From an optimization exercise on the open Yosys and OpenROAD flow, aimed at small area, a short achievable clock period and few clock cycles; shortcuts taken in it are not production practice.
The RTL was checked by simulation tests, not by an equivalence proof against the original design.
Power and IR drop assume default switching activity.

==> flow/design.v (outline; a module is shown in full before it is edited, if it fits) <==
// module IP: 12 lines
// module IP_ni: 11 lines
// module pc_1: 12 lines
// module s1_core: 135 lines
// module s1: 4 lines
// module s2_core: 127 lines
// module s2: 4 lines
// module s3_core: 111 lines
// module s3: 4 lines
// module s4_core: 121 lines
// module s4: 4 lines
// module s5_core: 140 lines
// module s5: 4 lines
// module s6_core: 136 lines
// module s6: 4 lines
// module s7_core: 131 lines
// module s7: 4 lines
// module s8_core: 134 lines
// module s8: 4 lines
// module key_get: 17 lines
// module des_f: 16 lines
// module contrl: 33 lines
// module des: 57 lines
module  des(input clk,
            input des_enable,
            input reset,
            input des_mode,
            input [1:64] data_i,
            input [1:64] key_i,
            output wire [1:64] data_o,
            output reg ready_o);
  // ...
==> flow/flow/run.sh <==
#!/bin/bash
# The standard layout, with the port buffers that the standard flow puts on
# every input and output made as sky130_fd_sc_hd__buf_1 cells (plain buffers)
# instead of the delay buffers buffer_ports picks by default.
set -euo pipefail
echo 'export BUFFER_PORTS_ARGS = -buffer_cell sky130_fd_sc_hd__buf_1' >> config.mk
bash standard.sh > standard.log 2>&1
==> flow/standard.sh <==
#!/bin/bash
# synth_recipe.tcl (not shown) runs the flow's synth.tcl, then flattens the netlist and writes it again
# the make line also repeats each setting of config.mk as NAME=value (left out here)
make -C /OpenROAD-flow-scripts/flow DESIGN_CONFIG=/design/flow/config.mk WORK_HOME=/design/flow/orfs CLKGATE_MAP_FILE= SYNTH_SCRIPT=/design/flow/synth_recipe.tcl "${@:-finish}"
==> flow/config.mk <==
export PLATFORM = sky130hd
export DESIGN_NAME = des
export DESIGN_NICKNAME = des
export VERILOG_FILES = /design/flow/design.v
export SDC_FILE = /design/flow/constraint.sdc
export NUM_CORES = 4
export LEC_CHECK = 0
export ABC_AREA = 1
export CAP_MARGIN = 20
export CORE_MARGIN = 2
export CORE_UTILIZATION = 55
export PLACE_DENSITY = 0.7
export SETUP_SLACK_MARGIN = 3.0
export SLEW_MARGIN = 20
export TNS_END_PERCENT = 0
export BUFFER_PORTS_ARGS = -buffer_cell sky130_fd_sc_hd__buf_1
==> flow/constraint.sdc <==
create_clock -name core_clock -period 5.0 [get_ports {clk}]
set_input_delay 1.0000 -clock core_clock [delete_from_list [all_inputs] [get_ports {clk}]]
set_output_delay 1.0000 -clock core_clock [all_outputs]
set_load 0.01 [all_outputs]
==> key figures, run 1 <==
Power
  • Psw: 5.97 mW
  • Clock Power Share: 0.116
  • Clk. pwr: 1.33 mW
  • Comb pwr: 6.92 mW
  • Sw Share: 0.523

Clocking
  • Maximum clock path buffer count: 2
  • CTS Hold Bufs: 0
  • Clock transition at path regs: 0.07 ns
  • Later-pin clock latency in the skew report: 0.44 ns

Final layout
  • Net count, final: 2396
  • # diodes: 0
  • Flip-flop count of the largest register after layout: 56
  • Final core utilization: 0.629

STA
  • Post-route minimum period: 2.07 ns
  • Worst-Margin Slew: 0.984 ns

Floorplanning
  • Tapcells: 324

Worst setup path
  • Worst R2R Setup Slack: 2.94 ns
  • CP max-delay cell: o21ai_0
  • CP Launch Point: des_mode

Synth
  • Post-synth EDFFs: 32
  • Sequential fraction of the synthesis area: 0.294
  • Post-Synth Adder-Cell Area: 0.0572

GRT
  • Vias in the first global route: 13000
  • First-pass GRT wire length: 68.6 mm

Status
  • Status: no timing/DRC/antenna violations

Placed design
  • Placer congestion estimate: 0.988
Testbench counts, summed over its fixed seeds: cycles 43,200.
==> run 2: changes to the inputs <==
--- a/flow/config.mk
+++ b/flow/config.mk
@@ -12,3 +12,3 @@
 export PLACE_DENSITY = 0.7
-export SETUP_SLACK_MARGIN = 3.0
+export SETUP_SLACK_MARGIN = 3.3
 export SLEW_MARGIN = 20
==> key figures, run 2 <==
Clocking
  • Later-pin clock latency in the skew report: 0.44 ns (about the same)
  • CTS Hold Bufs: 0 (unchanged)
  • CTS Sinks: 179
  • CTS tree: built
  • Htree depth: 4
  • Maximum clock path buffer count: 2 (unchanged)
  • Clock transition at path regs: 0.08 ns (about the same)
  • CTS root buf: clkbuf_16
  • Num CTS Buffers: 17

STA
  • Max-slew violations: 0
  • Clk_skew: 0.0186 ns
  • Period utilization: 0.423
  • Setup slack after layout: 2.88 ns
  • Worst hold slack: 0.354 ns
  • RSZ-0062 raised after global routing: yes
  • Post-route minimum period: 2.12 ns (+0.0406 ns)
  • Worst-Margin Slew: 0.646 ns (-0.338 ns)
  • Worst relative slew slack: 0.566
  • Setup TNS: 0 ns
  • Final hold violations: 0
  • Setup violators final: 0
  • Fmax: 473 MHz

Power
  • Comb pwr share: 0.604
  • Sw Share: 0.521 (-0.00223)
  • Internal: 5.39 mW
  • Leak Pwr: 7.09 nW
  • Max IR drop VDD: 0.000470 V
  • Psw: 5.86 mW (-1.8%)
  • Sequential group share of total power: 0.275
  • Clock Power Share: 0.121 (+0.005)
  • Overall power: 11.2 mW
  • Power per Cell Area: 742 nW/um^2

Final layout
  • Fin cells: 2535
  • Layout cell share with drive strength beyond 1: 0.0824
  • Reg area: 3970 um^2
  • Net count, final: 2390 (-0.25%)
  • Fill count: 2324
  • Final instance area: 15200 um^2
  • Commonest cells after routing, fill and taps aside: nand2_1, inv_1, buf_1, nand3_1, dfxtp_1
  • Largest registers: K: 56 flops, A: 48 flops
  • Flip-flop count of the largest register after layout: 56 (unchanged)
  • Most common cell after layout, fill and taps aside: nand2_1
  • Layout area overhead: 13.6%
  • Largest reg by FF count: K
  • Multi-input logic area: 8190 um^2
  • Final core utilization: 0.629 (about the same)

Routing
  • M1 WL: 18.4 mm
  • Pre-antenna DRT Iters: 6
  • Met3 wire length: 4.41 mm
  • Met2 WL post-DR: 19.2 mm
  • Routed WL: 43.2 mm
  • 1st-iter DRT viols: 1376
  • Post-route DRC: 0
  • Via count: 14100
  • Drt via density: 5.56
  • Top Metal Used: met4
  • Antenna Nets Post-Route: 0
  • Routed wire length per instance: 17.0 um

Synth
  • Syn_nets: 2240
  • Share of the synthesized area in the top cell type: 0.216
  • Cell count after synthesis: 2047
  • Cell variety after synth: 60
  • Synth top cells by count: nand2_1, inv_1, dfxtp_1, nand3_1, nor2_1
  • Sequential fraction of the synthesis area: 0.294 (unchanged)
  • Mapped Avg Cell Area: 6.52 um^2
  • Top area cells in the synthesized netlist: dfxtp_1, nand2_1, edfxtp_1
  • Warnings from Yosys: 2
  • Post-synth EDFFs: 32 (unchanged)
  • Cell area after synthesis: 13300 um^2
  • Seq cells post-synth: 179
  • Top FF cell, synth: dfxtp_1
  • Largest area contributor in the netlist: dfxtp_1
  • Fraction of registers with async set/reset: 0.0168
  • Count leader, synth: nand2_1

Status
  • Status: no timing/DRC/antenna violations

Floorplanning
  • Initial core utilization: 0.554
  • Die X: 160 um
  • Area of the core: 24100 um^2
  • Row cnt: 57
  • Die footprint: 25500 um^2
  • Number of I/O pins: 197
  • Die Y: 160 um

Placed design
  • Pre-CTS WS: 2.08 ns
  • Final HPWL DP: 30.9 mm
  • Placer congestion estimate: 0.994 (+0.58%)
  • Placed cell count: 2485
  • Port bufs: 187
  • Area after DPL: 14100 um^2

GRT
  • First-pass GRT wire length: 67.2 mm (-2.1%)
  • Total gr overflow: 0
  • Initial antenna violation count: 1
  • Largest net degree at the start of global routing: 78
  • GRT Resource Usage Total: 0.330
  • Vias in the first global route: 12800 (-1.1%)

Worst setup path
  • CP Launch Point: des_mode
  • Reg-to-reg critical path endpoint: A[8]$_DFF_P_
  • CP required: 5.32 ns
  • Worst R2R Setup Slack: 2.94 ns (about the same)
  • Crit path capture: A[7]$_DFF_P_
  • Max Fanout on Critical Path: 58
  • Worst EP arrival: 2.43 ns
  • CP Capture Type: flip-flop
  • Startpoint class of the critical path: primary input
  • R2R cell count: 8
  • Crit path kind: in -> reg
  • Reg2reg start: contrl1.idle$_DFF_PN1_

Worst hold path
  • Worst Hold Class: in -> async

Job
  • MaxCap Viol Count: 0
[run 2: cell counts after synthesis]
No cell type changed its count.
[run 2: power groups by stage]
stage	Clock (mW)	Sequential, mW	Combinational, mW
2_1_floorplan	0	2.83	4.78
3_3_place_gp	0	3.06	6.34
3_5_place_dp	0	3.05	6.39
4_1_cts	1.38	3.04	6.57
5_1_grt	1.44	3.19	7.61
6_report	1.36	3.09	6.79
[run 2: cells by family (layout without fill, tap and decap cells)]
| logic type | after synthesis | count (layout) | share of synthesized area |
|---|---|---|---|
| flops | 179 | 179 | 0.294 |
| simple gates | 1110 | 1110 | 0.359 |
| compound gates | 306 | 306 | 0.136 |
| buf+inv | 315 | 478 | 0.104 |
| xor+xnor | 76 | 76 | 0.0504 |
| fa+ha+maj | 61 | 61 | 0.0572 |
| other cells | 0 | 1 | 0 |
[run 2: area by class of cell]
type | instances | share of cell area
timing repair buffer | 215 | 0.0741
antenna | 1 | 0.000165
clock inverter | 15 | 0.0106
multi-input combinational | 1553 | 0.540
tap | 324 | 0.0267
clock buffer | 17 | 0.0280
sequential | 179 | 0.262
inverter | 231 | 0.0586
[run 2: layer usage]
metal,vias up,GRT usage
met3,75,0.0748
met4,0,0.120
met2,714,0.523
met1,6326,0.443
li1,6987,-
met5,-,0
[run 2: what timing repair did]
action | CTS | global route
pin swaps | 6 | 5
endpoints found under the setup margin | 244 | 202
gates cloned | 4 | 1
buffers inserted | 7 | 5
gates resized for setup | 39 | 45
[run 2: worst max-delay path: stages]
cell	delay, ns
clkbuf_2	0.15
buf_12	0.21
o21ai_1	0.35
a21o_1	0.14
nand2_1	0.09
xnor2_1	0.33
xnor2_1	0.13
[run 2: worst min-delay path by stage]
stage                                            to  slack (ns)  cells after the start
after floorplan              contrl1.cnt[0]$_DFF_P_        0.44                      1
after global placement       contrl1.cnt[0]$_DFF_P_        0.47                      1
after detailed placement     contrl1.cnt[0]$_DFF_P_        0.48                      1
after CTS                 contrl1.ready_o$_DFF_PN0_        0.35                      1
after global routing       contrl1.active$_DFF_PN0_        0.36                      1
final                      contrl1.active$_DFF_PN0_        0.35                      1

## port drivers added, routing unchanged
The flow's constraints put no driver on any port. The routed layouts listed below were extracted and timed again, unchanged, in two steps.
Step 1 (the two cells are an assumption about what drives the block):
set clk [get_ports {clk}]
set_driving_cell -lib_cell sky130_fd_sc_hd__clkbuf_16 $clk
set_driving_cell -lib_cell sky130_fd_sc_hd__buf_2 [delete_from_list [all_inputs] $clk]
Step 2 times the ports against the registers' clock, not the clock port: input delays grow and output delays shrink by t, the midpoint of the rising clock arrivals with the driver on.
Slacks: ideal / step 1 / step 2; pairs: ideal / step 1.
run | t (ns) | setup WS [ns] | worst setup path at the end | slew at the worst register clock pin (ns)
run 1 | 0.481 | 2.925 / 2.893 / 2.472 | input to register | 0.08 / 0.08
run 2 | 0.483 | 2.885 / 2.839 / 2.428 | input to register | 0.08 / 0.08
After both steps setup and hold are still met in every run listed. The setup slack of run 2, which loses most, moves by -0.046 ns with the drivers and by -0.457 ns with both steps.
